This is an optimization exercise on Yosys and OpenROAD, whose aim is small area, a short achievable clock period and few clock cycles, not a production implementation. Only simulation tests tie the RTL to the original design; equivalence was not proved. Power is estimated from default activity; no workload was simulated.

$ cat design/flow/constraint.sdc
create_clock -name core_clock -period 11.0 [get_ports {clk}]
set_input_delay 2.2000 -clock core_clock [delete_from_list [all_inputs] [get_ports {clk}]]
set_output_delay 2.2000 -clock core_clock [all_outputs]
set_load 0.01 [all_outputs]
$ cat design/flow/config.mk
export PLATFORM = sky130hd
export DESIGN_NAME = alu
export DESIGN_NICKNAME = alu
export VERILOG_FILES = /design/flow/design.v
export SDC_FILE = /design/flow/constraint.sdc
export NUM_CORES = 4
export LEC_CHECK = 0
export ABC_CLOCK_PERIOD_IN_PS = 4000
export CAP_MARGIN = 20
export CORE_MARGIN = 2
export CORE_UTILIZATION = 40
export PLACE_DENSITY = 0.6
export SETUP_SLACK_MARGIN = 5
export SLEW_MARGIN = 20
$ cat design/flow/run.sh
#!/bin/bash
# synth_recipe.tcl (not shown) runs the flow's synth.tcl, then flattens the netlist and writes it again
# the make line also repeats each setting of config.mk as NAME=value (left out here)
make -C /OpenROAD-flow-scripts/flow DESIGN_CONFIG=/design/flow/config.mk WORK_HOME=/design/flow/orfs CLKGATE_MAP_FILE= SYNTH_SCRIPT=/design/flow/synth_recipe.tcl finish
$ cat design/flow/design.v
module alu(
    input logic clk,
    input logic rst,
    input logic in_alu,
    input logic[31:0] operand1,
    input logic[31:0] operand2,
    input logic [5:0]operation,
    input logic[5:0]op,
    input logic [4:0]shamt,
    output logic[31:0] result,
    output logic out_alu
);
localparam logic [1:0] ST_IDLE = 2'd0, ST_MUL = 2'd1, ST_DINIT = 2'd2, ST_DIV = 2'd3;
logic [1:0]  st;
logic [4:0]  cnt;
logic [30:0] rem;
logic [4:0]  bdr;      
logic        swp;      
wire [31:0] A = operand1;
wire [31:0] B = operand2;
wire [3:0]  oc = operation[3:0];
wire op_add = (oc == 4'd13);
wire op_sub = (oc == 4'd1);
wire op_lt  = (oc == 4'd4);
wire op_gt  = (oc == 4'd5);
wire op_eq  = (oc == 4'd6);
wire op_sll = (oc == 4'd2);
wire op_srl = (oc == 4'd3);
wire op_sra = (oc == 4'd7);
wire op_rol = (oc == 4'd8) | (oc == 4'd10);
wire op_ror = (oc == 4'd9);
wire op_mul = (oc == 4'd11);
wire op_div = (oc == 4'd12);
wire op_cmp = op_lt | op_gt | op_eq;
wire idle    = (st == ST_IDLE);
wire s_mul   = (st == ST_MUL);
wire s_dinit = (st == ST_DINIT);
wire s_div   = (st == ST_DIV);
function automatic [2:0] tstar(input [31:0] x);
    logic [2:0] t;
    logic [31:0] d;
    d = x ^ {32{x[31]}};
    t = 3'd7;
    for (int g = 6; g >= 0; g--)
        if ((d >> (4*g+3)) == 32'd0) t = g[2:0];
    tstar = t;
endfunction
function automatic [4:0] group_bits(input [31:0] x, input [2:0] g);
    logic [32:0] xe;
    xe = {x, 1'b0};
    group_bits = xe[{g, 2'b00} +: 5];
endfunction
wire [2:0] ta = tstar(A);
wire [2:0] tb = tstar(B);
wire       swp_n = (ta < tb);
wire [2:0] t0 = swp_n ? ta : tb;
wire [31:0] dsrc0 = swp_n ? A : B;
wire [31:0] dsrc  = swp ? A : B;
wire [31:0] mcand = swp ? B : A;
function automatic [32:0] booth_pp(input [2:0] d, input [31:0] a);
    logic one, two, neg;
    logic [31:0] m;
    one = d[1] ^ d[0];
    two = (d[2] & ~d[1] & ~d[0]) | (~d[2] & d[1] & d[0]);
    neg = d[2];
    m = one ? a : (two ? {a[30:0], 1'b0} : 32'd0);
    booth_pp = {neg, m ^ {32{neg}}};
endfunction
wire [32:0] pplo = booth_pp(bdr[2:0], mcand);
wire [32:0] pphi = booth_pp(bdr[4:2], mcand);
wire [31:0] mx = {result[27:0], 1'b0, pphi[32], 1'b0, pplo[32]};
wire [31:0] my = pplo[31:0];
wire [31:0] mz = {pphi[29:0], 2'b00};
wire [31:0] csa_s = mx ^ my ^ mz;
wire [31:0] csa_c = {(mx[30:0] & my[30:0]) | (mx[30:0] & mz[30:0]) | (my[30:0] & mz[30:0]), 1'b0};
wire do_sub = ~s_mul & (s_div | ~op_add);
wire [31:0] ax = s_mul ? csa_s : (s_div ? {rem, result[31]} : A);
wire [31:0] ay = s_mul ? csa_c : (B ^ {32{do_sub}});
wire [32:0] asum = {1'b0, ax} + {1'b0, ay} + {32'd0, do_sub};
wire borrow = ~asum[32];             
wire eq = (A == B);
wire lt = borrow;
wire gt = ~borrow & ~eq;
wire cmp_bit = (op_lt & lt) | (op_gt & gt) | (op_eq & eq);
wire left = s_dinit | op_sll | op_rol;
wire [4:0] samt = s_dinit ? ~cnt : shamt;
wire [4:0] n = left ? (~samt + 5'd1) : samt;
wire [63:0] rr = {A, A} >> n;
wire [31:0] rot = rr[31:0];
logic [31:0] m;
genvar gj;
generate for (gj = 0; gj < 32; gj++) begin : g_mask
    assign m[gj] = left ? (5'(gj) >= samt) : ((6'(gj) + {1'b0, samt}) <= 6'd31);
end endgenerate
wire is_rot = op_rol | op_ror;
wire [31:0] shv = is_rot ? rot : ((rot & m) | (~m & {32{op_sra & A[31]}}));
function automatic [5:0] bitlen(input [31:0] x);
    bitlen = 6'd0;
    for (int j = 0; j < 32; j++) if (x[j]) bitlen = j[5:0] + 6'd1;
endfunction
wire [5:0] sdiff = bitlen(A) - bitlen(B);
logic [31:0] res_n;
logic        out_n;
logic [1:0]  st_n;
logic [4:0]  cnt_n;
always_comb begin
    res_n = asum[31:0];
    out_n = 1'b0;
    st_n  = st;
    cnt_n = cnt - 5'd1;
    case (st)
    ST_IDLE: begin
        out_n = 1'b1;
        if (op_cmp) res_n = {31'd0, cmp_bit};
        else if (op_mul) begin
            res_n = 32'd0;
            out_n = 1'b0;
            st_n = ST_MUL;
            cnt_n = {2'b00, t0};
        end else if (op_div) begin
            res_n = 32'd0;
            out_n = lt;
            st_n = lt ? ST_IDLE : ST_DINIT;
            cnt_n = sdiff[4:0];
        end else if (!(op_add | op_sub)) res_n = shv;
    end
    ST_MUL: begin
        if (cnt[2:0] == 3'd0) begin
            out_n = 1'b1;
            st_n = ST_IDLE;
        end
    end
    ST_DINIT: begin
        res_n = rot & m;
        cnt_n = cnt;
        st_n = ST_DIV;
    end
    default: begin
        res_n = {result[30:0], ~borrow};
        if (cnt == 5'd0) begin
            out_n = 1'b1;
            st_n = ST_IDLE;
        end
    end
    endcase
end
always_ff @(posedge clk) begin
    result <= res_n;
    cnt <= cnt_n;
    rem <= s_dinit ? (rot[30:0] & ~m[30:0]) : (borrow ? {rem[29:0], result[31]} : asum[30:0]);
    bdr <= idle ? group_bits(dsrc0, t0) : group_bits(dsrc, cnt[2:0] - 3'd1);
    swp <= idle ? swp_n : swp;
    if (rst | ~in_alu) begin
        st <= ST_IDLE;
        out_alu <= 1'b0;
    end else begin
        st <= st_n;
        out_alu <= out_n;
    end
end
endmodule
==> impl_metrics.tcl, run 1 <==
set metrics [dict create \
    fin_crit_sh 0.585 \
    drtPass1Iterations 6 \
    async_flop_share 0 \
    postCtsHoldBufs 0 \
    drc 0 \
    hold_viol 0 \
    cts_tree "built" \
    clkLatencyLatePin_ns 0.37 \
    wl_um 87200 \
    layoutNonFillerInstCount 3126 \
    dp_hpwl_um 56300 \
    place.gp.congestion 1.03 \
    synthToLayoutAreaGrowth_pct 27.6 \
    critical_path_class "in2reg" \
    p_leak_nw 8.65 \
    maxCapViolCount 0 \
    critPathLaunch "operand1[6]" \
    antenna_found_initial 3 \
    worst_ir_drop_vdd_v 0.0000953 \
    clock-sinks 77 \
    slew-limit-headroom 0.279 \
    die_height_um 210 \
    row_count 75 \
    synth_seq_area_share 0.0941 \
    grt_pass1_wl_um 126000 \
    die_w_um 210 \
    tightest_slew_ns 1.08 \
    grt_use_total 0.382 \
    synth_area_per_cell_um2 6.93 \
    layout_setup_ws_ns 4.56 \
    dieArea_um2 44200 \
    numPortBuffers 108 \
    synth_flop_cell "dfxtp_1" \
    finClkSkew_ns 0.0151 \
    cts_htree_levels 3 \
    cpMaxStageDelayCell "fa_1" \
    syn_inst 2455 \
    setup_viol 0 \
    slew_viol_final 0 \
    cp_data_arrival_time_ns 6.64 \
    p_total_mw 2.74 \
    critPathMaxStageDelay_ns 0.49 \
    cp_max_fo 5 \
    whs_ns 0.509 \
    cts_inserted_buffers 9 \
    ys_warn_count 1 \
    synthesis.area_um2 17000 \
    syn_nets 2619 \
    max_freq_mhz 155 \
    powerDensity_nw_per_um2 126 \
    cp_data_required_time_ns 11.21 \
    grt_remaining_overflow 0 \
    dp_slack_ns 3.14 \
    crit_path_end_kind "flip-flop" \
    min_from "result[29]" \
    fin_nets 2747 \
    antennaDiodeCount 0 \
    vias_per_cell 6.76 \
    grt_start_max_net_pins 148 \
    antenna_left 0 \
    setup_tns_ns 0 \
    clock_path_buffers 2 \
    hp-class "reg2reg" \
    r2r-start "bdr[2]" \
    dp_cells 2933 \
    core_area_um2 41900 \
    start_util 0.406 \
    grt_pass1_vias 19200 \
    grt_setup_unrepaired "yes" \
    r2r_setup_slack_ns 4.74 \
    worstSetupStartpointType "primary input" \
    cts_root_buf "clkbuf_16" \
    period_needed_ns 6.44 \
    synth_edf_count 6 \
    io_pins 117 \
    synth_cell_type_count 83 \
    vias 21100 \
    drive_above_1_share 0.249 \
    drtIter0Drc 2811 \
    wl_per_cell_um 27.9 \
    synth-seq-cells 77 \
    path_clk_slew_ns 0.07 \
    status "timing/DRC/antenna clean" \
    fillCellCount 4021 \
]
[cell families after synthesis]
family	after synthesis	share of synthesized area
flops	77	0.0941
fa+ha+maj	111	0.0903
xor+xnor	72	0.0375
simple gates	676	0.173
mux	321	0.220
compound gates	903	0.318
buf+inv	295	0.0680
[synth_stat cells, types with 30 or more instances]
master | number | area (µm²)
o22ai_1 | 124 | 776
maj3_1 | 31 | 310
mux2i_1 | 238 | 2380
a21oi_1 | 330 | 1650
dfxtp_1 | 71 | 1420
fa_1 | 30 | 601
clkbuf_1 | 185 | 694
buf_1 | 38 | 143
mux4_2 | 37 | 833
nand2_1 | 277 | 1040
o31ai_1 | 39 | 293
nor2_1 | 224 | 841
nand3_1 | 40 | 200
xnor2_1 | 58 | 508
ha_1 | 50 | 626
o21ai_0 | 192 | 961
mux2_2 | 44 | 495
inv_1 | 38 | 143
[layer usage]
| layer | wire length (µm) | vias up | global-route usage | part of all wire |
|---|---|---|---|---|
| met1 | 33200 | 9978 | 0.485 | 0.38 |
| li1 | - | 9322 | - | - |
| met4 | 7700 | 6 | 0.278 | 0.088 |
| met5 | 39 | - | 0 | 0.00045 |
| met3 | 11000 | 326 | 0.109 | 0.13 |
| met2 | 35300 | 1504 | 0.551 | 0.40 |
[layout make-up]
cell class              count  area (µm²)  area share
flip-flops and latches     77        1620      0.0746
repair buffers            371        3430       0.158
well taps                 539         674      0.0310
clock inverters             4        48.8     0.00225
clock buffers              11         243      0.0112
inverters                  41         160     0.00737
multi-input cells        2083       15500       0.716
[worst max-delay path: cells and delay by family]
kind | cells | cell delay (ns)
AO/OA/AOI/OAI | 12 | 1.98
buffers and inverters | 7 | 0.93
AND/OR/NAND/NOR | 3 | 0.31
adder cells (fa/ha/maj) | 2 | 0.85
multiplexers | 2 | 0.37
[flip-flops by register name, indices dropped and copies added (netlist names)]
name / count
out_alu: 1
bdr: 5
cnt: 5
swp: 1
result: 32
st: 2
rem: 31
[layout by cell type (no fill, tap or decap), types with 40 or more instances in the layout]
| cell type | n |
|---|---|
| dfxtp_1 | 64 |
| o22ai_1 | 109 |
| a21oi_2 | 65 |
| buf_4 | 203 |
| o21ai_0 | 142 |
| a21oi_1 | 263 |
| clkdlybuf4s50_1 | 57 |
| nand2_1 | 257 |
| nor2_1 | 222 |
| buf_6 | 40 |
| mux2i_1 | 229 |
| xnor2_1 | 46 |
[repair_timing]
action | in CTS | in global routing
pin swaps | 93 | 70
buffers inserted | 149 | 23
hold endpoints to repair | 0 | 0
resized for setup | 461 | 91
setup endpoints to repair | 70 | 64
gates cloned | 5 | 1
[worst paths after layout]
path                endpoint  depth (start not counted)
setup / recovery      rem[8]                         26
hold / removal    result[30]                          2
setup reg to reg       st[1]                         20
hold reg to reg   result[30]                          2
[report_power, final]
group          switching [mW]  internal [mW]  total, mW
clock network           0.136          0.181      0.317
logic                    1.06          0.814       1.87
registers               0.165          0.385      0.550
total                    1.36           1.38       2.74
[through the flow]
stage	area (µm²)	utilization
floorplan	17200	-
global placement	18600	0.444
detailed placement	18600	0.444
CTS	21200	0.505
global route	21700	0.518
finish	21700	0.518
Testbench counts, summed over its fixed seeds: cycles 4,604.
==> inputs of run 2 (changes only) <==
--- a/design/flow/config.mk
+++ b/design/flow/config.mk
@@ -7,3 +7,2 @@
 export LEC_CHECK = 0
-export ABC_CLOCK_PERIOD_IN_PS = 4000
 export CAP_MARGIN = 20
@@ -12,3 +11,2 @@
 export PLACE_DENSITY = 0.6
-export SETUP_SLACK_MARGIN = 5
 export SLEW_MARGIN = 20
==> run 2 against run 1 <==
  * Worst hold slack better by 0.015 ns
  * Power decreased by 11%
  * Final cell count fell by 6.0%
  * Wire length down 10%
  * Via count fell by 6.3%
  * Combinational power decreased by 18%
  * Register-to-register slack worse by 1.0 ns
  * Critical path depth down 5
  * Die area stayed put
  * Clock skew grew 0.0019 ns
  * Highest routed layer is now met4
==> impl_metrics.tcl, run 2 <==
set metrics [dict create \
    clkLatencyLatePin_ns 0.38 \
    grt_pass1_wl_um 115000 \
    synth-seq-cells 77 \
    p_sw_mw 1.24 \
    p_total_mw 2.44 \
    wl_per_cell_um 26.7 \
    die_w_um 210 \
    slew-limit-headroom 0.270 \
    wl_um 78400 \
    synth_mux_area_frac 0.220 \
    cp_max_fo 37 \
    vias_per_cell 6.74 \
    cts_inserted_buffers 9 \
    max_freq_mhz 122 \
    swShare 0.511 \
    powerDensity_nw_per_um2 130 \
    worstSetupStartpointType "primary input" \
    cts_root_buf "clkbuf_16" \
    combPwrFrac 0.633 \
    hp-class "reg2reg" \
    cts.repair.resized 0 \
    postCtsHoldBufs 0 \
    synthXorXnorAreaFrac 0.0375 \
    drtIter0Drc 2711 \
    io_pins 117 \
    yosysTopAreaCellShare 0.140 \
    grt_setup_unrepaired "no" \
    syn_inst 2455 \
    largest_register "result" \
    antenna_found_initial 2 \
    synth_area_leaders "mux2i_1, a21oi_1, dfxtp_1" \
    post_cts_buffers 0 \
    status "timing/DRC/antenna clean" \
    drc 0 \
    synth_seq_area_share 0.0941 \
    clock-sinks 77 \
    period_needed_ns 8.20 \
    dieArea_um2 44200 \
    reg_top3 "result: 32 flops, rem: 31 flops" \
    cts_tree "built" \
    setup_tns_ns 0 \
    synthToLayoutAreaGrowth_pct 10.0 \
    numPortBuffers 108 \
    drtPass1Iterations 8 \
    synth_area_per_cell_um2 6.93 \
    slew_viol_final 0 \
    ys_warn_count 1 \
    critical_path_class "in2reg" \
    p_seq_frac 0.232 \
    p_int_mw 1.19 \
    finClkSkew_ns 0.0170 \
    synth_cell_type_count 83 \
    synth_top_area_cell "mux2i_1" \
    place.gp.congestion 1.03 \
    vias 19800 \
    path_clk_slew_ns 0.07 \
    start_util 0.406 \
    setup_viol 0 \
    synth_top_family_by_area "compound AO/OA/AOI/OAI gates" \
    synth_fa_ha_area_frac 0.0903 \
    fin_crit_sh 0.746 \
    dp_hpwl_um 56500 \
    synth_edf_count 6 \
    grt_use_total 0.345 \
    ys_top_cells_by_count "a21oi_1, nand2_1, mux2i_1, nor2_1, o21ai_0" \
    grt_start_max_net_pins 109 \
    maxCapViolCount 0 \
    fin_nets 2556 \
    async_flop_share 0 \
    crit_path_end_kind "flip-flop" \
    grt_remaining_overflow 0 \
    synthesis.area_um2 17000 \
    core_area_um2 41900 \
    synth_compound_area_frac 0.318 \
    row_count 75 \
    worst_ir_drop_vdd_v 0.0000947 \
    grt_pass1_vias 18100 \
    layout_commonest_cell "a21oi_1" \
    synth_flop_cell "dfxtp_1" \
    p_leak_nw 7.21 \
    fin_area_um2 18700 \
    cp_data_arrival_time_ns 8.49 \
    clock_path_buffers 2 \
    mostFrequentLayoutCells "a21oi_1, nand2_1, mux2i_1, nor2_1, o21ai_0" \
    synth-simple-area-share 0.173 \
    cts_htree_levels 3 \
    largest_reg_flops 32 \
    tightest_slew_ns 1.09 \
    syn_nets 2619 \
    hold_viol 0 \
    clock_power_share 0.135 \
    drive_above_1_share 0.0872 \
    synth_most_common_cell "a21oi_1" \
    die_height_um 210 \
    antenna_left 0 \
    cp_data_required_time_ns 11.29 \
    post_dp_cell_area_um2 18400 \
]
==> run 2: cell count changes in the layout (fill, tap and decap cells not counted), sizes merged <==
cell / previous run / this run
clkdlybuf4s18: 1 / 0
inv: 38 / 42
clkbuf: 13 / 10
buf: 287 / 72
bufbuf: 1 / 0
clkdlybuf4s50: 57 / 108
clkinv: 5 / 2
clkinvlp: 1 / 2
clkdlybuf4s15: 14 / 0
dlygate4sd2: 9 / 0
diode: 0 / 1
==> run 2: cell families (layout without fill, tap and decap cells) <==
group / Yosys count / count (layout)
XOR/XNOR: 72 / 72
AND/OR/NAND/NOR: 676 / 676
other: 0 / 1
adder cells (fa/ha/maj): 111 / 111
flip-flops: 77 / 77
buffers and inverters: 295 / 237
AO/OA/AOI/OAI: 903 / 903
multiplexers: 321 / 321
==> run 2: layout make-up <==
| cell class | instances | area, µm² |
|---|---|---|
| fillers | 4264 | 23200 |
| multi-input cells | 2083 | 14400 |
| repair buffers | 180 | 1620 |
| flip-flops and latches | 77 | 1620 |
| well taps | 539 | 674 |
| clock buffers | 10 | 229 |
| inverters | 41 | 154 |
| clock inverters | 6 | 68.8 |
| diodes | 1 | 2.50 |
==> run 2: worst paths after layout <==
kind,slack (ns),cells past startpoint,end,from
setup / recovery,2.80,21,st[1],operation[1]
hold / removal,0.52,2,rem[6],rem[5]
setup reg to reg,3.74,22,st[1],swp
hold reg to reg,0.52,2,rem[6],rem[5]
==> run 2: metal layers <==
| metal | GRT usage | share of wire | vias up |
|---|---|---|---|
| met5 | 0 | 0 | - |
| met4 | 0.163 | 0.054 | 0 |
| met3 | 0.0743 | 0.12 | 234 |
| met2 | 0.509 | 0.41 | 1310 |
| met1 | 0.478 | 0.41 | 9342 |
| li1 | - | - | 8918 |
==> run 2: critical path, stage by stage <==
cell             delay [ns]
clkdlybuf4s50_1        0.72
nand2b_1               0.21
or3_1                  0.14
buf_4                  0.35
and2_0                 0.18
buf_4                  0.32
inv_1                  0.15
mux2_2                 0.29
fa_1                   0.41
fa_1                   0.43
nor2b_1                0.17
o31a_1                 0.20
o2bb2ai_1              0.14
o21ai_0                0.73
nand4_1                0.24
a21oi_1                0.24
o21ai_0                0.20
o2bb2ai_4              0.17
buf_4                  0.31
or4_1                  0.48
a21oi_1                0.15
==> run 2: metrics by stage <==
step	hold WS, ns	cells	util	setup slack, ns
2_1_floorplan	0.452	2455	-	4.48
3_3_place_gp	0.510	2920	0.439	2.57
3_5_place_dp	0.507	2920	0.439	2.51
4_1_cts	0.517	2936	0.446	2.85
5_1_grt	0.545	2936	0.447	2.38
6_report	0.524	2937	0.447	2.80
==> run 2: power by group through the flow <==
| stage | logic [mW] | registers, mW | clock network, mW |
|---|---|---|---|
| after floorplan | 1.05 | 0.456 | 0 |
| after global placement | 1.46 | 0.557 | 0 |
| after detailed placement | 1.48 | 0.557 | 0 |
| after CTS | 1.49 | 0.551 | 0.328 |
| after global routing | 1.66 | 0.566 | 0.338 |
| final | 1.54 | 0.565 | 0.329 |
==> inputs of run 3 (changes only) <==
--- a/design/flow/design.v
+++ b/design/flow/design.v
@@ -15,3 +15,3 @@
 logic [4:0]  cnt;
-logic [30:0] rem;
+logic [31:0] rem;      
 logic [4:0]  bdr;      
@@ -58,3 +58,3 @@
 wire [31:0] dsrc  = swp ? A : B;
-wire [31:0] mcand = swp ? B : A;
+wire [31:0] mcand = rem;
 function automatic [32:0] booth_pp(input [2:0] d, input [31:0] a);
@@ -75,4 +75,4 @@
 wire [31:0] csa_c = {(mx[30:0] & my[30:0]) | (mx[30:0] & mz[30:0]) | (my[30:0] & mz[30:0]), 1'b0};
-wire do_sub = ~s_mul & (s_div | ~op_add);
-wire [31:0] ax = s_mul ? csa_s : (s_div ? {rem, result[31]} : A);
+wire do_sub = s_div ? ~rem[31] : (~s_mul & ~op_add);
+wire [31:0] ax = s_mul ? csa_s : (s_div ? {rem[30:0], result[31]} : A);
 wire [31:0] ay = s_mul ? csa_c : (B ^ {32{do_sub}});
@@ -138,3 +138,3 @@
     default: begin
-        res_n = {result[30:0], ~borrow};
+        res_n = {result[30:0], ~asum[31]};
         if (cnt == 5'd0) begin
@@ -149,3 +149,5 @@
     cnt <= cnt_n;
-    rem <= s_dinit ? (rot[30:0] & ~m[30:0]) : (borrow ? {rem[29:0], result[31]} : asum[30:0]);
+    if (idle)         rem <= swp_n ? B : A;
+    else if (s_dinit) rem <= rot & ~m;
+    else if (s_div)   rem <= asum[31:0];
     bdr <= idle ? group_bits(dsrc0, t0) : group_bits(dsrc, cnt[2:0] - 3'd1);
--- a/design/flow/config.mk
+++ b/design/flow/config.mk
@@ -7,2 +7,3 @@
 export LEC_CHECK = 0
+export ABC_CLOCK_PERIOD_IN_PS = 4000
 export CAP_MARGIN = 20
@@ -11,2 +12,3 @@
 export PLACE_DENSITY = 0.6
+export SETUP_SLACK_MARGIN = 5
 export SLEW_MARGIN = 20
==> run 3 against run 2 <==
  * Die area up 2.8%
  * Synthesized area rose by 2.9%
  * Final cell count rose by 1.7%
  * Critical endpoint is now rem[10]
  * Via count shrank 1.2%
  * Largest cell class unchanged
  * Maximum frequency rose by 38%
  * Register-to-register slack gained 1.5 ns
==> impl_metrics.tcl, run 3 <==
set metrics [dict create \
    synth_edf_count 38 \
    status "timing/DRC/antenna clean" \
    synth_seq_area_share 0.111 \
    r2r_setup_slack_ns 5.22 \
    layout_commonest_cell "a21oi_1" \
    antenna_found_initial 1 \
    synth_most_common_cell "a21oi_1" \
    dp_slack_ns 3.10 \
    cp_max_fo 15 \
    syn_inst 2462 \
    core_area_um2 43200 \
    drtPass1Iterations 6 \
    synth-seq-cells 78 \
    ys_warn_count 1 \
    wl_um 79000 \
    grt_remaining_overflow 0 \
    path_clk_slew_ns 0.07 \
    grt_pass1_wl_um 114000 \
    synth_area_per_cell_um2 7.11 \
    hp-class "reg2reg" \
    whs_endpoint "result[30]" \
    dp_hpwl_um 57300 \
    die_w_um 213 \
    grt_pass1_vias 17800 \
    dp_cells 2949 \
    postCtsHoldBufs 0 \
    slew-limit-headroom 0.244 \
    p_leak_nw 7.37 \
    vias_per_cell 6.55 \
    dieArea_um2 45500 \
    numPortBuffers 108 \
    fillCellCount 4424 \
    layoutNonFillerInstCount 2988 \
    layout_setup_ws_ns 5.06 \
    row_count 76 \
    ys_top_cells_by_count "a21oi_1, nor2_1, nand2_1, mux2i_1, clkbuf_1" \
    powerDensity_nw_per_um2 144 \
    place.gp.congestion 0.992 \
    io_pins 117 \
    cts_htree_levels 3 \
    synth_area_leaders "mux2i_1, a21oi_1, edfxtp_1" \
    synth_flop_cell "dfxtp_1" \
    period_needed_ns 5.94 \
    synth_cell_type_count 87 \
    crit_path_end_kind "flip-flop" \
    cp_data_required_time_ns 11.11 \
    antenna_left 0 \
    rr_worst_depth 17 \
    start_util 0.406 \
    mostFrequentLayoutCells "a21oi_1, nor2_1, nand2_1, mux2i_1, o21ai_0" \
    async_flop_share 0 \
    yosysTopAreaCellShare 0.119 \
    critical_path_class "in2reg" \
    fin_crit_sh 0.540 \
    maxCapViolCount 0 \
    clkLatencyLatePin_ns 0.37 \
    antennaDiodeCount 0 \
    synth_top_area_cell "mux2i_1" \
    syn_nets 2626 \
    fin_area_um2 19600 \
    synthesis.area_um2 17500 \
    drive_above_1_share 0.105 \
    vias 19600 \
    cp_data_arrival_time_ns 6.04 \
    cts_inserted_buffers 9 \
    worstSetupStartpointType "primary input" \
    min_from "result[29]" \
    clock-sinks 78 \
    die_height_um 213 \
    setup_viol 0 \
    grt_start_max_net_pins 86 \
    cts_tree "built" \
    timing.rr.end "result[30]" \
    cts_root_buf "clkbuf_16" \
    finClkSkew_ns 0.0147 \
    setup_tns_ns 0 \
    p_total_mw 2.83 \
    fin_nets 2562 \
    max_freq_mhz 168 \
    hold_viol 0 \
    grt_use_total 0.338 \
    drtIter0Drc 2253 \
    grt_setup_unrepaired "yes" \
    post_dp_cell_area_um2 18800 \
    reg_top3 "rem: 32 flops, result: 32 flops" \
    holdPathStages 2 \
    synthToLayoutAreaGrowth_pct 12.1 \
    drc 0 \
    tightest_slew_ns 1.13 \
    worst_ir_drop_vdd_v 0.0000667 \
    r2r-start "st[1]" \
    slew_viol_final 0 \
    wl_per_cell_um 26.4 \
    clock_path_buffers 2 \
]
run 3: kinds of logic (layout without fill, tap and decap cells):
kind of cell | after synthesis | count (layout) | synth area share
muxes | 272 | 272 | 0.185
DFF | 78 | 78 | 0.111
xor gates and xnor gates | 108 | 108 | 0.0544
adders and majority gates | 136 | 136 | 0.102
AOI/OAI and AO/OA | 810 | 810 | 0.283
and+or+nand+nor | 729 | 729 | 0.189
buffers and inverters | 329 | 270 | 0.0762
run 3: stage by stage:
| step | utilization | hold WS (ns) |
|---|---|---|
| floorplan | - | 0.506 |
| global placement | 0.435 | 0.483 |
| detailed placement | 0.435 | 0.482 |
| CTS | 0.448 | 0.495 |
| global route | 0.455 | 0.510 |
| finish | 0.455 | 0.491 |
run 3: cell type report:
class	count	area (µm²)	share of cell area
Multi-Input combinational cell	2055	14600	0.741
Sequential cell	78	1960	0.100
Timing Repair Buffer	204	1910	0.0974
Tap cell	585	732	0.0373
Clock buffer	9	225	0.0115
Inverter	50	195	0.00994
Clock inverter	7	51.3	0.00261
run 3: how the worst max path moves through the flow:
stage                     cells after the start         to  slack [ns]    startpoint
after floorplan                              19  result[0]        5.01  operation[1]
after global placement                       18  result[0]        3.14  operation[0]
after detailed placement                     19    rem[31]        3.10  operation[0]
after CTS                                    18     bdr[4]        5.00  operand1[11]
after global routing                         17     bdr[4]        4.94  operand1[15]
final                                        13    rem[10]        5.06  operand1[15]
run 3: critical path, stage by stage:
cell           delay, ns
dlygate4sd2_1       0.59
or4_1               0.72
o22ai_1             0.24
and2_1              0.21
nand2_1             0.12
ha_1                0.38
a21oi_2             0.19
inv_1               0.09
a31oi_4             0.20
buf_4               0.16
buf_12              0.15
mux2_1              0.41
a221o_1             0.34
run 3: repair_timing:
action,CTS,global route
buffers inserted,6,12
resized for setup,61,43
cloned,1,3
pin swaps,12,19
setup endpoints to repair,70,53
run 3: routing by layer:
metal | share of wire | wire length [µm] | global-route usage | vias to the layer above
met5 | 0 | 0 | 0 | -
met4 | 0.076 | 6000 | 0.229 | 0
met3 | 0.089 | 7050 | 0.0525 | 294
met2 | 0.43 | 34100 | 0.518 | 1130
met1 | 0.40 | 31800 | 0.438 | 9345
li1 | - | - | - | 8803
run 3: where the power goes:
part / switching (mW) / total (mW) / leakage (nW) / internal (mW)
clock: 0.154 / 0.310 / 0.141 / 0.156
sequential: 0.191 / 0.574 / 0.739 / 0.382
combinational: 1.14 / 1.95 / 6.49 / 0.804
Testbench counts of run 3, summed over its fixed seeds: cycles 4,604.
==> inputs of run 4 (changes only) <==
--- a/design/flow/config.mk
+++ b/design/flow/config.mk
@@ -7,3 +7,3 @@
 export LEC_CHECK = 0
-export ABC_CLOCK_PERIOD_IN_PS = 4000
+export ABC_AREA = 1
 export CAP_MARGIN = 20
==> run 4 against run 3 <==
  * Worst hold slack worse by 0.0017 ns
  * Synthesized area fell by 14%
  * Clock power increased by 6.5%
  * Combinational power increased by 5%
  * Via count about the same
  * Cell area shrank 11%
  * Sequential share of layout area rose by 1.1 points
  * Largest cell class unchanged
==> impl_metrics.tcl, run 4 <==
set metrics [dict create \
    synthesis.area_um2 15100 \
    grt_remaining_overflow 0 \
    dp_cells 3071 \
    row_count 71 \
    clock-sinks 78 \
    grt_start_max_net_pins 82 \
    layout_setup_ws_ns 5.11 \
    worst_ir_drop_vdd_v 0.0000910 \
    dp_slack_ns 3.25 \
    synth_area_leaders "nand2_1, o21ai_0, inv_1" \
    synth_area_per_cell_um2 5.84 \
    antenna_found_initial 2 \
    grt_pass1_vias 17400 \
    cp_max_fo 23 \
    r2r_setup_slack_ns 5.23 \
    synth_edf_count 38 \
    holdPathStages 2 \
    mostFrequentLayoutCells "nand2_1, inv_1, o21ai_0, nor2_1, a21oi_1" \
    slew-limit-headroom 0.234 \
    reg_top3 "rem: 32 flops, result: 32 flops" \
    clock_path_buffers 2 \
    setup_tns_ns 0 \
    rr_worst_depth 24 \
    crit_path_end_kind "flip-flop" \
    powerDensity_nw_per_um2 163 \
    layout_commonest_cell "nand2_1" \
    synth_most_common_cell "nand2_1" \
    drtIter0Drc 2817 \
    cts_htree_levels 3 \
    synth_cell_type_count 64 \
    synthXorXnorAreaFrac 0.0668 \
    whs_endpoint "result[30]" \
    synth-simple-area-share 0.276 \
    cts_root_buf "clkbuf_16" \
    drc 0 \
    start_util 0.403 \
    grt_use_total 0.414 \
    clkLatencyLatePin_ns 0.39 \
    post_dp_cell_area_um2 16400 \
    syn_inst 2578 \
    vias_per_cell 6.24 \
    dieArea_um2 39200 \
    fin_nets 2782 \
    cp_data_required_time_ns 11.20 \
    grt_pass1_wl_um 118000 \
    whs_ns 0.489 \
    antenna_left 0 \
    cts_tree "built" \
    fin_crit_sh 0.535 \
    p_leak_nw 7.87 \
    fillCellCount 4029 \
    io_pins 117 \
    die_height_um 198 \
    combPwrFrac 0.715 \
    syn_nets 2742 \
    swShare 0.561 \
    synthToLayoutAreaGrowth_pct 16.7 \
    grt_setup_unrepaired "no" \
    synth_top_family_by_area "compound AO/OA/AOI/OAI gates" \
    cts_inserted_buffers 9 \
    antennaDiodeCount 0 \
    timing.rr.end "rem[31]" \
    synth_compound_area_frac 0.313 \
    place.gp.congestion 1.03 \
    hold_viol 0 \
    max_freq_mhz 170 \
    async_flop_share 0 \
    p_int_mw 1.26 \
    worstSetupStartpointType "primary input" \
    dp_hpwl_um 61500 \
    numPortBuffers 108 \
    cp_data_arrival_time_ns 6.08 \
    drtPass1Iterations 6 \
    p_total_mw 2.86 \
    maxCapViolCount 0 \
    yosysTopAreaCellShare 0.164 \
    clock_power_share 0.115 \
    setup_viol 0 \
    wl_um 83800 \
    path_clk_slew_ns 0.08 \
    p_sw_mw 1.60 \
    final_core_util 0.470 \
    synth_seq_area_share 0.129 \
    hp-class "reg2reg" \
    status "timing/DRC/antenna clean" \
    wl_per_cell_um 26.8 \
    ys_top_cells_by_count "nand2_1, inv_1, o21ai_0, a21oi_1, nor2_1" \
    layoutNonFillerInstCount 3133 \
    critical_path_class "in2reg" \
    ys_warn_count 1 \
    synth_flop_cell "dfxtp_1" \
    drive_above_1_share 0.0908 \
    postCtsHoldBufs 0 \
    synth-seq-cells 78 \
    synth_mux_area_frac 0.00332 \
    core_area_um2 37400 \
    finClkSkew_ns 0.0179 \
    fin_area_um2 17600 \
    r2r-start "bdr[2]" \
    vias 19600 \
    min_from "result[29]" \
    critPathLaunch "operand1[31]" \
    slew_viol_final 0 \
    p_seq_frac 0.170 \
    synth_top_area_cell "nand2_1" \
    period_needed_ns 5.89 \
    die_w_um 198 \
    tightest_slew_ns 1.15 \
    synth_fa_ha_area_frac 0.0814 \
]
-- run 4: worst max path at each step --
stage | to | slack, ns | cells after the start
2_1_floorplan | rem[30] | 5.04 | 23
3_3_place_gp | result[30] | 3.30 | 27
3_5_place_dp | result[30] | 3.25 | 27
4_1_cts | bdr[0] | 5.00 | 21
5_1_grt | bdr[0] | 4.99 | 20
6_report | bdr[0] | 5.11 | 21
-- run 4: power groups by stage --
| stage | clock, mW | combinational [mW] | sequential, mW |
|---|---|---|---|
| 6_report | 0.330 | 2.04 | 0.486 |
| 5_1_grt | 0.340 | 2.21 | 0.492 |
| 4_1_cts | 0.332 | 1.91 | 0.482 |
| 3_5_place_dp | 0 | 1.84 | 0.488 |
| 3_3_place_gp | 0 | 1.82 | 0.488 |
| 2_1_floorplan | 0 | 1.22 | 0.457 |
-- run 4: layout make-up --
| cell class | count | area, µm² | area share |
|---|---|---|---|
| Multi-Input combinational cell | 2018 | 11600 | 0.663 |
| Sequential cell | 78 | 1940 | 0.111 |
| Timing Repair Buffer | 183 | 1790 | 0.102 |
| Inverter | 328 | 1270 | 0.0721 |
| Tap cell | 511 | 639 | 0.0364 |
| Clock buffer | 10 | 229 | 0.0130 |
| Clock inverter | 5 | 58.8 | 0.00335 |
-- run 4: routing by layer --
| metal | share of wire | wire length [µm] | track usage |
|---|---|---|---|
| met1 | 0.40 | 33800 | 0.567 |
| met3 | 0.13 | 10500 | 0.0949 |
| met5 | 0.00016 | 13 | 0.00255 |
| met2 | 0.40 | 33100 | 0.585 |
| met4 | 0.076 | 6350 | 0.256 |
-- run 4: worst max-delay path, cell delays in order --
cell and delay [ns]:
clkdlybuf4s50_1 0.49, buf_8 0.24, nand2_1 0.13, o41ai_4 0.49
nand4_4 0.25, inv_2 0.14, nand3_2 0.08, inv_1 0.11
a31oi_4 0.07, ha_1 0.38, nand3_4 0.18, nand2_8 0.11
clkinv_1 0.07, buf_6 0.22, nand2_1 0.12, nand2_4 0.21
nand2_1 0.09, nand3_1 0.07, nand3_1 0.07, nand3_1 0.11
nand2_1 0.22
-- run 4: cells by family (layout without fill, tap and decap cells) --
group	count (synthesis)	count (layout)
flip-flops	78	78
buffers and inverters	487	526
multiplexers	5	5
adder cells (fa/ha/maj)	80	80
XOR/XNOR	114	114
AO/OA/AOI/OAI	801	803
AND/OR/NAND/NOR	1013	1016
-- run 4: what timing repair did --
item / in CTS / in global routing
cloned: 2 / 5
pin swaps: 26 / 31
endpoints found under the setup margin: 66 / 58
setup buffers: 17 / 22
gates resized for setup: 103 / 72
==> inputs of run 5 (changes only) <==
--- a/design/flow/config.mk
+++ b/design/flow/config.mk
@@ -10,4 +10,4 @@
 export CORE_MARGIN = 2
-export CORE_UTILIZATION = 40
-export PLACE_DENSITY = 0.6
+export CORE_UTILIZATION = 60
+export PLACE_DENSITY = 0.75
 export SETUP_SLACK_MARGIN = 5
==> run 5 against run 4 <==
  * Sequential cell count is the same
  * Maximum frequency is 2.1% lower
  * Largest cell class unchanged
  * Sequential share of layout area up 0.31 points
  * Clock power is 5% lower
  * Combinational power down 4%
  * Global-route usage increased by 11 points
  * Power shrank 3.6%
  * Clock-buffer cell count shrank 1
==> impl_metrics.tcl, run 5 <==
set metrics [dict create \
    status "timing/DRC/antenna clean" \
    postCtsHoldBufs 0 \
    layoutNonFillerInstCount 2936 \
    synth_seq_area_share 0.129 \
    cts_htree_levels 3 \
    place.gp.congestion 1.13 \
    grt_start_max_net_pins 91 \
    synthesis.area_um2 15100 \
    drtIter0Drc 3840 \
    vias 19900 \
    synth_top_area_cell "nand2_1" \
    numPortBuffers 108 \
    r2r_setup_slack_ns 5.17 \
    period_needed_ns 6.01 \
    critPathBufInv 7 \
    critical_path_class "in2reg" \
    drc 0 \
    p_total_mw 2.76 \
    p_seq_frac 0.180 \
    mostFrequentLayoutCells "nand2_1, inv_1, o21ai_0, nor2_1, a21oi_1" \
    die_w_um 162 \
    clock_power_share 0.114 \
    cp_data_required_time_ns 11.08 \
    cts_tree "built" \
    clkLatencyLatePin_ns 0.38 \
    fin_crit_sh 0.547 \
    antenna_left 0 \
    io_pins 117 \
    p_leak_nw 7.84 \
    cts_root_buf "clkbuf_16" \
    reg_top3 "rem: 32 flops, result: 32 flops" \
    r2r-start "bdr[2]" \
    setup_viol 0 \
    timing.rr.end "rem[29]" \
    async_flop_share 0 \
    whs_endpoint "result[29]" \
    critPathTopFamily "compound AO/OA/AOI/OAI gates" \
    fin_nets 2770 \
    synthToLayoutAreaGrowth_pct 13.7 \
    synth_cell_type_count 64 \
    antenna_found_initial 2 \
    swShare 0.556 \
    maxCapViolCount 0 \
    worst_ir_drop_vdd_v 0.000159 \
    powerDensity_nw_per_um2 161 \
    drive_above_1_share 0.0823 \
    ys_warn_count 1 \
    p_int_mw 1.22 \
    holdPathStages 2 \
    layout_commonest_cell "nand2_1" \
    wl_per_cell_um 24.5 \
    synth_most_common_cell "nand2_1" \
    syn_inst 2578 \
    hp-class "reg2reg" \
    synth_area_per_cell_um2 5.84 \
    dr.max_layer_used "met5" \
    dp_hpwl_um 52500 \
    dieArea_um2 26400 \
    clock_path_buffers 2 \
    wl_met2_um 28000 \
    met1Wirelength_um 24700 \
    hold_viol 0 \
    dp_cells 2876 \
    slew_viol_final 0 \
    grt_setup_unrepaired "no" \
    finClkSkew_ns 0.0257 \
    cp_data_arrival_time_ns 6.09 \
    yosysTopAreaCellShare 0.164 \
    ys_top_cells_by_count "nand2_1, inv_1, o21ai_0, a21oi_1, nor2_1" \
    vias_per_cell 6.78 \
    worstSetupStartpointType "primary input" \
    cp_max_fo 11 \
    grt_remaining_overflow 0 \
    syn_nets 2742 \
    synth_area_leaders "nand2_1, o21ai_0, inv_1" \
    path_clk_slew_ns 0.07 \
    synth-seq-cells 78 \
    whs_ns 0.504 \
    wl_met3_um 12000 \
    synth_edf_count 38 \
    start_util 0.616 \
    cpMaxStageDelayCell "a32oi_2" \
    core_area_um2 24500 \
    grt_pass1_wl_um 105000 \
    p_sw_mw 1.53 \
    slew-limit-headroom 0.216 \
    synth_flop_cell "dfxtp_1" \
    row_count 57 \
    combPwrFrac 0.706 \
    min_from "result[28]" \
    tightest_slew_ns 1.16 \
    critPathMaxStageDelay_ns 0.33 \
    grt_use_total 0.524 \
    die_height_um 162 \
    fillCellCount 2203 \
    drtPass1Iterations 9 \
    setup_tns_ns 0 \
    crit_path_end_kind "flip-flop" \
    rr_worst_depth 23 \
    max_freq_mhz 166 \
    grt_pass1_vias 17900 \
    cts_inserted_buffers 9 \
    clock-sinks 78 \
    wl_um 72000 \
]
==> run 5: how the worst max path moves through the flow <==
stage,from,endpoint,slack [ns],depth (start not counted)
floorplan,operation[0],rem[30],5.04,23
global placement,operation[0],result[30],3.21,26
detailed placement,operation[0],rem[30],2.96,25
CTS,operation[0],result[30],5.01,26
global route,operation[0],rem[29],4.83,25
finish,operation[0],rem[29],4.99,25
==> run 5: kinds of logic after synthesis <==
family / synth area share
AO/OA/AOI/OAI: 0.313
multiplexers: 0.00332
flip-flops: 0.129
buffers and inverters: 0.130
adder cells (fa/ha/maj): 0.0814
AND/OR/NAND/NOR: 0.276
XOR/XNOR: 0.0668
==> run 5: worst register-to-register path: stages, from the launching register on <==
cell      delay [ns]
dfxtp_4         0.75
nand2_1         0.18
inv_1           0.08
nor2_1          0.04
inv_1           0.80
o22ai_1         0.21
xor2_1          0.20
fa_1            0.53
o22ai_1         0.09
a21oi_1         0.27
ha_4            0.26
inv_1           0.13
nor3_2          0.06
nand2_1         0.08
o211ai_1        0.18
a21boi_2        0.23
o21ai_2         0.10
a21boi_2        0.29
o21bai_2        0.13
a21oi_2         0.24
o21bai_2        0.15
a21oi_2         0.22
xor2_1          0.21
o211ai_1        0.10
==> run 5: through the flow <==
step,setup slack [ns],util,area [µm²]
floorplan,5.04,-,15100
global placement,3.21,0.656,16100
detailed placement,2.96,0.656,16100
CTS,5.01,0.682,16700
global route,4.83,0.700,17100
finish,4.99,0.700,17100
==> run 5: power by group through the flow <==
stage	Clock (mW)	Sequential (mW)	Combinational, mW
floorplan	0	0.457	1.22
detailed placement	0	0.494	1.75
CTS	0.305	0.488	1.80
finish	0.315	0.496	1.95
global route	0.316	0.498	2.08
global placement	0	0.491	1.70
==> run 5: layout make-up <==
| cell class | instances | area, µm² | area share |
|---|---|---|---|
| Timing Repair Buffer | 174 | 1680 | 0.0981 |
| Timing Repair inverter | 1 | 7.51 | 0.000439 |
| Tap cell | 324 | 405 | 0.0237 |
| Multi-Input combinational cell | 2014 | 11500 | 0.674 |
| Sequential cell | 78 | 1950 | 0.114 |
| Antenna cell | 1 | 2.50 | 0.000146 |
| Clock inverter | 7 | 61.3 | 0.00358 |
| Inverter | 328 | 1260 | 0.0736 |
| Clock buffer | 9 | 225 | 0.0132 |
==> run 5: layer usage <==
metal | vias up | GRT usage
li1 | 8789 | -
met2 | 1869 | 0.748
met3 | 471 | 0.193
met1 | 8781 | 0.641
met4 | 4 | 0.396
met5 | - | 0
==> run 5: what timing repair did <==
item,in CTS,in global routing
pin swaps,13,28
endpoints found under the setup margin,71,60
resized for setup,66,79
buffers inserted,16,23
gates cloned,2,2
==> inputs of run 6 (changes only) <==
--- a/design/flow/design.v
+++ b/design/flow/design.v
@@ -38,10 +38,7 @@
 wire s_div   = (st == ST_DIV);
-function automatic [2:0] tstar(input [31:0] x);
-    logic [2:0] t;
+function automatic [7:0] sign_groups(input [31:0] x);
     logic [31:0] d;
     d = x ^ {32{x[31]}};
-    t = 3'd7;
-    for (int g = 6; g >= 0; g--)
-        if ((d >> (4*g+3)) == 32'd0) t = g[2:0];
-    tstar = t;
+    for (int g = 0; g < 7; g++) sign_groups[g] = ((d >> (4*g+3)) == 32'd0);
+    sign_groups[7] = 1'b1;
 endfunction
@@ -52,7 +49,23 @@
 endfunction
-wire [2:0] ta = tstar(A);
-wire [2:0] tb = tstar(B);
-wire       swp_n = (ta < tb);
-wire [2:0] t0 = swp_n ? ta : tb;
-wire [31:0] dsrc0 = swp_n ? A : B;
+function automatic [7:0] top_group(input [31:0] x, input [7:0] sgn);
+    logic [32:0] xe;
+    logic [4:0] b;
+    logic [2:0] t;
+    xe = {x, 1'b0};
+    b = 5'd0;
+    t = 3'd0;
+    for (int g = 0; g < 8; g++)
+        if (sgn[g] & ((g == 0) | ~sgn[(g == 0) ? 0 : g-1])) begin
+            b = b | xe[4*g +: 5];
+            t = t | g[2:0];
+        end
+    top_group = {t, b};
+endfunction
+wire [7:0] sga = sign_groups(A);
+wire [7:0] sgb = sign_groups(B);
+wire [7:0] tga = top_group(A, sga);
+wire [7:0] tgb = top_group(B, sgb);
+wire       swp_n = |(sga & ~sgb);     
+wire [2:0] t0 = swp_n ? tga[7:5] : tgb[7:5];
+wire [4:0] bd0 = swp_n ? tga[4:0] : tgb[4:0];
 wire [31:0] dsrc  = swp ? A : B;
@@ -78,5 +91,24 @@
 wire [31:0] ay = s_mul ? csa_c : (B ^ {32{do_sub}});
-wire [32:0] asum = {1'b0, ax} + {1'b0, ay} + {32'd0, do_sub};
+wire [31:0] pp = ax ^ ay;
+wire [31:0] gg = ax & ay;
+logic [31:0] pg [0:5];
+logic [31:0] gl [0:5];
+assign gl[0] = {gg[31:1], gg[0] | (pp[0] & do_sub)};
+assign pg[0] = {pp[31:1], 1'b0};
+genvar lv, bi;
+generate for (lv = 0; lv < 5; lv++) begin : g_lv
+    for (bi = 0; bi < 32; bi++) begin : g_bi
+        if (((bi >> lv) & 1) == 1) begin : g_op
+            localparam integer J = ((bi >> lv) << lv) - 1;
+            assign gl[lv+1][bi] = gl[lv][bi] | (pg[lv][bi] & gl[lv][J]);
+            assign pg[lv+1][bi] = pg[lv][bi] & pg[lv][J];
+        end else begin : g_pass
+            assign gl[lv+1][bi] = gl[lv][bi];
+            assign pg[lv+1][bi] = pg[lv][bi];
+        end
+    end
+end endgenerate
+wire [32:0] asum = {gl[5][31], pp ^ {gl[5][30:0], do_sub}};
 wire borrow = ~asum[32];             
-wire eq = (A == B);
+wire eq = &pp;                       
 wire lt = borrow;
@@ -133,3 +165,3 @@
     ST_DINIT: begin
-        res_n = rot & m;
+        res_n = shv;           
         cnt_n = cnt;
@@ -152,3 +184,3 @@
     else if (s_div)   rem <= asum[31:0];
-    bdr <= idle ? group_bits(dsrc0, t0) : group_bits(dsrc, cnt[2:0] - 3'd1);
+    bdr <= idle ? bd0 : group_bits(dsrc, cnt[2:0] - 3'd1);
     swp <= idle ? swp_n : swp;
==> run 6 against run 5 <==
  * Still clean
  * First-iteration DRC count shrank 4.5%
  * Die area shrank 6.1%
  * Synthesized area fell by 6.3%
  * Sequential cell count unchanged
  * Largest cell class unchanged
==> impl_metrics.tcl, run 6 <==
set metrics [dict create \
    drc 0 \
    clock_power_share 0.137 \
    hp-class "reg2reg" \
    ys_warn_count 3 \
    io_pins 117 \
    cts_tree "built" \
    drtPass1Iterations 13 \
    syn_inst 2438 \
    path_clk_slew_ns 0.07 \
    maxCapViolCount 0 \
    synthesis.area_um2 14100 \
    worst_ir_drop_vdd_v 0.0000922 \
    grt_pass1_vias 16000 \
    start_util 0.607 \
    hold_viol 0 \
    p_sw_mw 1.17 \
    drtIter0Drc 3667 \
    yosysTopAreaCellShare 0.138 \
    worstSetupStartpointType "primary input" \
    dp_slack_ns 2.95 \
    layout_setup_ws_ns 4.95 \
    numPortBuffers 108 \
    synth_most_common_cell "nand2_1" \
    fin_crit_sh 0.550 \
    holdPathStages 2 \
    cp_data_arrival_time_ns 6.29 \
    critical_path_class "in2reg" \
    drive_above_1_share 0.0697 \
    max_freq_mhz 165 \
    status "timing/DRC/antenna clean" \
    rr_worst_depth 28 \
    cts_root_buf "clkbuf_16" \
    synth_flop_cell "dfxtp_1" \
    cp_max_fo 9 \
    place.gp.congestion 1.14 \
    dieArea_um2 24800 \
    vias_per_cell 6.74 \
    wl_um 68100 \
    cp_data_required_time_ns 11.24 \
    setup_viol 0 \
    combPwrFrac 0.666 \
    antenna_found_initial 7 \
    critPathBufInv 6 \
    synth-seq-cells 78 \
    die_w_um 157 \
    cpMaxStageDelayCell "fa_1" \
    synthToLayoutAreaGrowth_pct 14.7 \
    synth_seq_area_share 0.138 \
    swShare 0.532 \
    p_int_mw 1.03 \
    p_seq_frac 0.197 \
    synth_area_leaders "nand2_1, inv_1, o21ai_0" \
    antenna_left 0 \
    whs_ns 0.498 \
    reg_top3 "rem: 32 flops, result: 32 flops" \
    clock-sinks 78 \
    crit_path_end_kind "flip-flop" \
    grt_use_total 0.523 \
    cts_inserted_buffers 9 \
    critPathMaxStageDelay_ns 0.38 \
    grt_pass1_wl_um 96400 \
    synth_cell_type_count 59 \
    clock_path_buffers 2 \
    dp_hpwl_um 50900 \
    p_leak_nw 7.42 \
    grt_start_max_net_pins 68 \
    period_needed_ns 6.05 \
    clkLatencyLatePin_ns 0.37 \
    slew_viol_final 0 \
    timing.critical_path.mode_cell "nand2_2" \
    die_height_um 157 \
    grt_remaining_overflow 0 \
    tightest_slew_ns 1.13 \
    mostFrequentLayoutCells "nand2_1, inv_1, o21ai_0, a21oi_1, nand3_1" \
    syn_nets 2604 \
    core_area_um2 23300 \
    async_flop_share 0 \
    grt_setup_unrepaired "yes" \
    ys_top_cells_by_count "nand2_1, inv_1, o21ai_0, a21oi_1, nand3_1" \
    cp.depth 30 \
    layout_commonest_cell "nand2_1" \
    postCtsHoldBufs 0 \
    powerDensity_nw_per_um2 136 \
    critPathTopFamily "compound AO/OA/AOI/OAI gates" \
    slew-limit-headroom 0.242 \
    finClkSkew_ns 0.0194 \
    wl_per_cell_um 24.3 \
    cts_htree_levels 3 \
    fin_nets 2644 \
    vias 18900 \
    synth_top_area_cell "nand2_1" \
    setup_tns_ns 0 \
    synth_edf_count 38 \
    row_count 56 \
    synth_area_per_cell_um2 5.79 \
    p_total_mw 2.20 \
]
run 6: worst register-to-register path, delay by kind of cell, from the launching register on:
family,cells,cell delay [ns]
AO/OA/AOI/OAI,11,2.04
XOR/XNOR,2,0.38
adder cells (fa/ha/maj),3,1.18
buffers and inverters,5,1.34
flip-flops,1,0.31
AND/OR/NAND/NOR,7,0.56
run 6: routing by layer:
layer | vias up | wire (µm) | track usage
li1 | 8292 | - | -
met1 | 8429 | 23400 | 0.667
met2 | 1762 | 27000 | 0.734
met3 | 428 | 12100 | 0.210
met4 | 2 | 5620 | 0.317
met5 | - | 16 | 0
run 6: cell type report:
type | instances | area (µm²)
repair inverters | 3 | 26.3
repair buffers | 155 | 1520
well taps | 319 | 399
clock buffers | 11 | 233
inverters | 376 | 1480
fillers | 2081 | 7080
flip-flops and latches | 78 | 1940
clock inverters | 5 | 37.5
diodes | 5 | 12.5
multi-input cells | 1855 | 10500
run 6: power groups by stage:
stage	Sequential, mW	Combinational, mW	Clock [mW]
global placement	0.432	1.27	0
finish	0.434	1.47	0.301
global route	0.436	1.56	0.302
detailed placement	0.434	1.30	0
floorplan	0.423	0.863	0
CTS	0.428	1.33	0.291
run 6: metrics by stage:
stage          utilization  cells  area [µm²]
5_1_grt              0.695   2803       16200
3_3_place_gp         0.656   2755       15300
4_1_cts              0.677   2783       15800
3_5_place_dp         0.656   2755       15300
2_1_floorplan            -   2438       14200
6_report             0.695   2807       16200
run 6: final timing paths:
path                     start    endpoint  slack (ns)
setup reg to reg        bdr[2]  result[17]        5.06
setup / recovery  operation[1]  result[17]        4.95
hold reg to reg     result[28]  result[29]        0.50
hold / removal      result[28]  result[29]        0.50
run 6: what timing repair did:
item | 4_1_cts | 5_1_grt
setup endpoints to repair | 68 | 67
pin swaps | 6 | 22
resized for setup | 48 | 85
setup buffers | 9 | 16
cloned | 3 | 2
run 6: cell families (layout without fill, tap and decap cells):
group,Yosys count,after routing,share of synthesized area
flops,78,78,0.138
compound gates,754,755,0.301
fa+ha+maj,82,82,0.0908
buf+inv,506,550,0.139
other cells,0,5,0
mux,1,1,0.000709
xor+xnor,80,80,0.0502
simple gates,937,937,0.280
Testbench counts of run 6, summed over its fixed seeds: cycles 4,604.
==> inputs of run 7 (changes only) <==
==> design/flow/flow/run.sh (new file) <==
#!/bin/bash
export SETUP_SLACK_MARGIN=6
bash standard.sh > standard.log 2>&1
==> design/flow/standard.sh (new file) <==
#!/bin/bash
# synth_recipe.tcl (not shown) runs the flow's synth.tcl, then flattens the netlist and writes it again
# the make line also repeats each setting of config.mk as NAME=value (left out here)
make -C /OpenROAD-flow-scripts/flow DESIGN_CONFIG=/design/flow/config.mk WORK_HOME=/design/flow/orfs CLKGATE_MAP_FILE= SYNTH_SCRIPT=/design/flow/synth_recipe.tcl "${@:-finish}"
--- a/design/flow/config.mk
+++ b/design/flow/config.mk
@@ -12,3 +12,2 @@
 export PLACE_DENSITY = 0.75
-export SETUP_SLACK_MARGIN = 5
 export SLEW_MARGIN = 20
removed: design/flow/run.sh
==> run 7 against run 6 <==
  * The run now fails in global routing (5_1_grt)
  * Synthesized area is the same
  * Synthesized cell count is the same
==> impl_metrics.tcl, run 7 <==
set metrics [dict create \
    cts_inserted_buffers 9 \
    synth_area_per_cell_um2 5.79 \
    row_count 56 \
    die_w_um 157 \
    async_flop_share 0 \
    worstEpCategory "register data pin" \
    ys_warn_count 3 \
    synth_cell_type_count 59 \
    numPortBuffers 108 \
    synth-seq-cells 78 \
    grt_remaining_overflow 6 \
    postCtsHoldBufs 0 \
    synth_edf_count 38 \
    grt_start_max_net_pins 89 \
    clock-sinks 78 \
    die_height_um 157 \
    syn_nets 2604 \
    synth_seq_area_share 0.138 \
    stop_error "[ERROR GRT-0232] Routing congestion too high. Check the congestion heatmap in the GUI." \
    start_util 0.607 \
    synth_flop_cell "dfxtp_1" \
    status "did not finish" \
    synth_top_area_cell "nand2_1" \
    grt_use_total 0.774 \
    synthesis.area_um2 14100 \
    cts_htree_levels 3 \
    place.gp.congestion 1.10 \
    lastStage "global routing (5_1_grt)" \
    yosysTopAreaCellShare 0.138 \
    worst_endpoint "rem[12]$_DFFE_PP_/D" \
    cts_root_buf "clkbuf_16" \
    ys_top_cells_by_count "nand2_1, inv_1, o21ai_0, a21oi_1, nand3_1" \
    io_pins 117 \
    syn_inst 2438 \
    synth_area_leaders "nand2_1, inv_1, o21ai_0" \
    synth_most_common_cell "nand2_1" \
    dp_hpwl_um 50800 \
    clock_path_buffers 2 \
]
-- run 7: kinds of logic after synthesis --
| family | after synthesis | share of synthesized area |
|---|---|---|
| AO/OA/AOI/OAI | 754 | 0.301 |
| multiplexers | 1 | 0.000709 |
| AND/OR/NAND/NOR | 937 | 0.280 |
| adder cells (fa/ha/maj) | 82 | 0.0908 |
| flip-flops | 78 | 0.138 |
| buffers and inverters | 506 | 0.139 |
| XOR/XNOR | 80 | 0.0502 |
-- run 7: through the flow --
step	instance area [µm²]	utilization	setup slack, ns	instances	total power [mW]
2_1_floorplan	14200	-	4.90	2438	1.29
3_5_place_dp	15300	0.656	3.00	2755	1.74
3_3_place_gp	15300	0.656	3.12	2755	1.70
4_1_cts	17400	0.748	5.30	2882	2.21
-- run 7: per-layer routing --
layer,global-route usage,GRT overflow
met1,0.784,0
met5,0.559,0
met4,0.703,0
met2,0.906,6
met3,0.655,0
-- run 7: what timing repair did --
item	CTS
pin swaps	54
cloned	17
setup buffers	94
gates resized for setup	371
setup endpoints to repair	77
endpoints found under the hold margin	0
-- run 7: worst min path at each step --
stage | cells after the start | to
3_5_place_dp | 2 | result[30]
3_3_place_gp | 2 | result[30]
4_1_cts | 2 | result[30]
2_1_floorplan | 2 | st[1]
-- run 7: power groups by stage --
| stage | Combinational [mW] | Clock (mW) | Sequential (mW) |
|---|---|---|---|
| 3_3_place_gp | 1.26 | 0 | 0.436 |
| 3_5_place_dp | 1.30 | 0 | 0.439 |
| 2_1_floorplan | 0.865 | 0 | 0.423 |
| 4_1_cts | 1.47 | 0.304 | 0.433 |
==> inputs of run 8 (changes only) <==
==> design/flow/run.sh (new file) <==
#!/bin/bash
# synth_recipe.tcl (not shown) runs the flow's synth.tcl, then flattens the netlist and writes it again
# the make line also repeats each setting of config.mk as NAME=value (left out here)
make -C /OpenROAD-flow-scripts/flow DESIGN_CONFIG=/design/flow/config.mk WORK_HOME=/design/flow/orfs CLKGATE_MAP_FILE= SYNTH_SCRIPT=/design/flow/synth_recipe.tcl finish
--- a/design/flow/config.mk
+++ b/design/flow/config.mk
@@ -10,4 +10,5 @@
 export CORE_MARGIN = 2
-export CORE_UTILIZATION = 60
-export PLACE_DENSITY = 0.75
+export CORE_UTILIZATION = 40
+export PLACE_DENSITY = 0.6
+export SETUP_SLACK_MARGIN = 5
 export SLEW_MARGIN = 20
removed: design/flow/flow/run.sh
removed: design/flow/standard.sh
==> run 8 against run 7 <==
  * The run now finishes clean
  * Synthesized cell count did not move
  * Synthesized area stayed put
==> impl_metrics.tcl, run 8 <==
set metrics [dict create \
    crit_path_end_kind "flip-flop" \
    critPathTopFamily "compound AO/OA/AOI/OAI gates" \
    row_count 68 \
    fin_nets 2656 \
    numPortBuffers 108 \
    crit_end "rem[8]" \
    async_flop_share 0 \
    vias 18000 \
    maxCapViolCount 0 \
    synth-seq-cells 78 \
    dp_hpwl_um 56700 \
    critPathBufInv 4 \
    syn_nets 2604 \
    cts_tree "built" \
    layout_commonest_cell "nand2_1" \
    critPathMaxStageDelay_ns 0.73 \
    cp.depth 12 \
    yosysTopAreaCellShare 0.138 \
    start_util 0.407 \
    grt_use_total 0.394 \
    max_freq_mhz 162 \
    hold_viol 0 \
    path_clk_slew_ns 0.07 \
    grt_setup_unrepaired "yes" \
    wl_um 73200 \
    syn_inst 2438 \
    drtPass1Iterations 6 \
    fin_area_um2 16500 \
    hp-class "reg2reg" \
    grt_pass1_wl_um 106000 \
    synth_flop_cell "dfxtp_1" \
    dieArea_um2 36800 \
    r2r-start "st[0]" \
    setup_tns_ns 0 \
    synthToLayoutAreaGrowth_pct 16.7 \
    worstSetupStartpointType "primary input" \
    whs_ns 0.463 \
    ys_top_cells_by_count "nand2_1, inv_1, o21ai_0, a21oi_1, nand3_1" \
    cts_root_buf "clkbuf_16" \
    final_core_util 0.475 \
    cts_htree_levels 3 \
    synth_seq_area_share 0.138 \
    tightest_slew_ns 1.09 \
    synth_area_leaders "nand2_1, inv_1, o21ai_0" \
    synthesis.area_um2 14100 \
    post_dp_cell_area_um2 15500 \
    p_leak_nw 7.61 \
    reg_top3 "rem: 32 flops, result: 32 flops" \
    synth_area_per_cell_um2 5.79 \
    status "timing/DRC/antenna clean" \
    period_needed_ns 6.15 \
    critPathLaunch "operand1[10]" \
    synth_edf_count 38 \
    p_total_mw 2.18 \
    synth_cell_type_count 59 \
    cp_data_arrival_time_ns 6.26 \
    cp_data_required_time_ns 11.10 \
    timing.rr.end "result[31]" \
    io_pins 117 \
    mostFrequentLayoutCells "nand2_1, inv_1, o21ai_0, a21oi_1, nand3_1" \
    clkLatencyLatePin_ns 0.39 \
    drive_above_1_share 0.0758 \
    die_height_um 192 \
    slew_viol_final 0 \
    antenna_left 0 \
    grt_remaining_overflow 0 \
    grt_pass1_vias 16200 \
    grt_start_max_net_pins 71 \
    r2r_setup_slack_ns 5.29 \
    crit_chain "clkdlybuf4s50_1, inv_1, nand4_1, o21ai_0, inv_1, nor2_1, nand2_1, o221ai_4, nand2_4, buf_12, o21ai_0, nand3b_1" \
    wl_per_cell_um 24.8 \
    antenna_found_initial 5 \
    worst_ir_drop_vdd_v 0.0000951 \
    synth_top_area_cell "nand2_1" \
    cp_max_fo 50 \
    slew-limit-headroom 0.274 \
    drtIter0Drc 2294 \
    clock-sinks 78 \
    postCtsHoldBufs 0 \
    die_w_um 192 \
    drc 0 \
    cts_inserted_buffers 9 \
    powerDensity_nw_per_um2 132 \
    clock_path_buffers 2 \
    ys_warn_count 3 \
    cpMaxStageDelayCell "o21ai_0" \
    place.gp.congestion 1.10 \
    fin_crit_sh 0.559 \
    synth_most_common_cell "nand2_1" \
    vias_per_cell 6.11 \
    critical_path_class "in2reg" \
    setup_viol 0 \
    rr_worst_depth 26 \
    core_area_um2 34600 \
    finClkSkew_ns 0.0191 \
]
-- run 8: cell counts after synthesis --
Identical to the previous run, type by type.
-- run 8: final cells by class --
| class | count | area (µm²) |
|---|---|---|
| Fill cell | 3746 | 18200 |
| Tap cell | 455 | 569 |
| Clock inverter | 5 | 57.6 |
| Multi-Input combinational cell | 1855 | 10500 |
| Timing Repair Buffer | 169 | 1670 |
| Clock buffer | 11 | 243 |
| Sequential cell | 78 | 1940 |
| Inverter | 376 | 1450 |
| Timing Repair inverter | 1 | 8.76 |
| Antenna cell | 1 | 2.50 |
-- run 8: worst min path at each step --
stage                    start    endpoint  slack [ns]  depth (start not counted)
floorplan                st[1]       st[1]        0.49                          2
global placement    result[30]  result[31]        0.48                          2
detailed placement  result[30]  result[31]        0.48                          2
CTS                 result[30]  result[31]        0.49                          2
global route        result[30]  result[31]        0.52                          2
finish              result[30]  result[31]        0.46                          2
-- run 8: stage by stage --
| stage | worst slack [ns] | cells |
|---|---|---|
| 6_report | 4.85 | 2951 |
| 5_1_grt | 4.97 | 2950 |
| 3_3_place_gp | 2.96 | 2904 |
| 2_1_floorplan | 4.90 | 2438 |
| 3_5_place_dp | 2.93 | 2904 |
| 4_1_cts | 4.98 | 2937 |
-- run 8: worst reg2reg max path, cell delays in order (launching register included) --
cell      delay, ns
dfxtp_1        0.30
buf_4          0.30
inv_1          0.14
buf_4          0.52
nor2_1         0.09
buf_4          0.22
clkinv_2       0.06
buf_4          0.61
buf_6          0.59
o22ai_1        0.16
a21oi_1        0.15
ha_1           0.31
a21oi_2        0.17
nor2_1         0.08
nor2_2         0.14
nor2_1         0.07
nor2_2         0.14
o21ai_0        0.16
a21oi_2        0.23
o21bai_1       0.09
buf_4          0.18
a221oi_2       0.27
nand3_1        0.18
nand3_1        0.13
nand3_1        0.14
o21ai_1        0.13
inv_1          0.05
-- run 8: timing repair --
| action | CTS | global route |
|---|---|---|
| endpoints found under the setup margin | 69 | 54 |
| pin swaps | 8 | 22 |
| gates resized for setup | 36 | 101 |
| cloned | 3 | 0 |
| setup buffers | 14 | 12 |
-- run 8: where the power goes --
group	total, mW	leakage, nW	internal [mW]	switching [mW]
Clock	0.342	0.140	0.183	0.160
Combinational	1.40	6.73	0.498	0.899
Sequential	0.440	0.736	0.366	0.0740
-- run 8: logic make-up after synthesis --
logic type | synth area share
simple gates | 0.280
mux | 0.000709
buf+inv | 0.139
compound gates | 0.301
flops | 0.138
xor+xnor | 0.0502
fa+ha+maj | 0.0908
-- run 8: layer usage --
metal | vias up | routed length [µm] | global-route usage
met2 | 1093 | 31600 | 0.611
met1 | 8440 | 29100 | 0.526
li1 | 8315 | - | -
met3 | 176 | 8270 | 0.0700
met4 | 2 | 4180 | 0.195
met5 | - | 13 | 0

## afterwards: timing with drivers on the ports
Ports are ideal in the flow. The routed layouts listed here were re-timed in OpenROAD.
Step 1: set_driving_cell puts a clkbuf_16 on clk and a buf_2 on each other input, an assumption about the parent block.
Step 2 moves the port delays by t, midway between the first and last clock arrival at a register: inputs arrive t later, outputs are due t later. That takes back most of the time a late clock gives input paths.
Three values: ideal ports, drivers, drivers and shift; two values: the first two.
run	t, ns	setup WS [ns]	slew at the worst register clock pin (ns)
run 1	0.410	4.564 / 4.589 / 4.178	0.07 / 0.07
run 2	0.426	2.796 / 2.824 / 2.398	0.08 / 0.08
run 3	0.418	5.063 / 5.092 / 4.673	0.08 / 0.08
run 4	0.431	5.113 / 5.138 / 4.707	0.08 / 0.08
run 5	0.411	4.988 / 5.009 / 4.598	0.09 / 0.09
run 6	0.412	4.955 / 4.967 / 4.555	0.08 / 0.08
run 8	0.435	4.846 / 4.883 / 4.447	0.08 / 0.08
After both steps setup and hold are still met in every run listed. For run 4, which loses most, drivers alone change the setup slack by +0.025 ns; drivers and shift together by -0.406 ns.
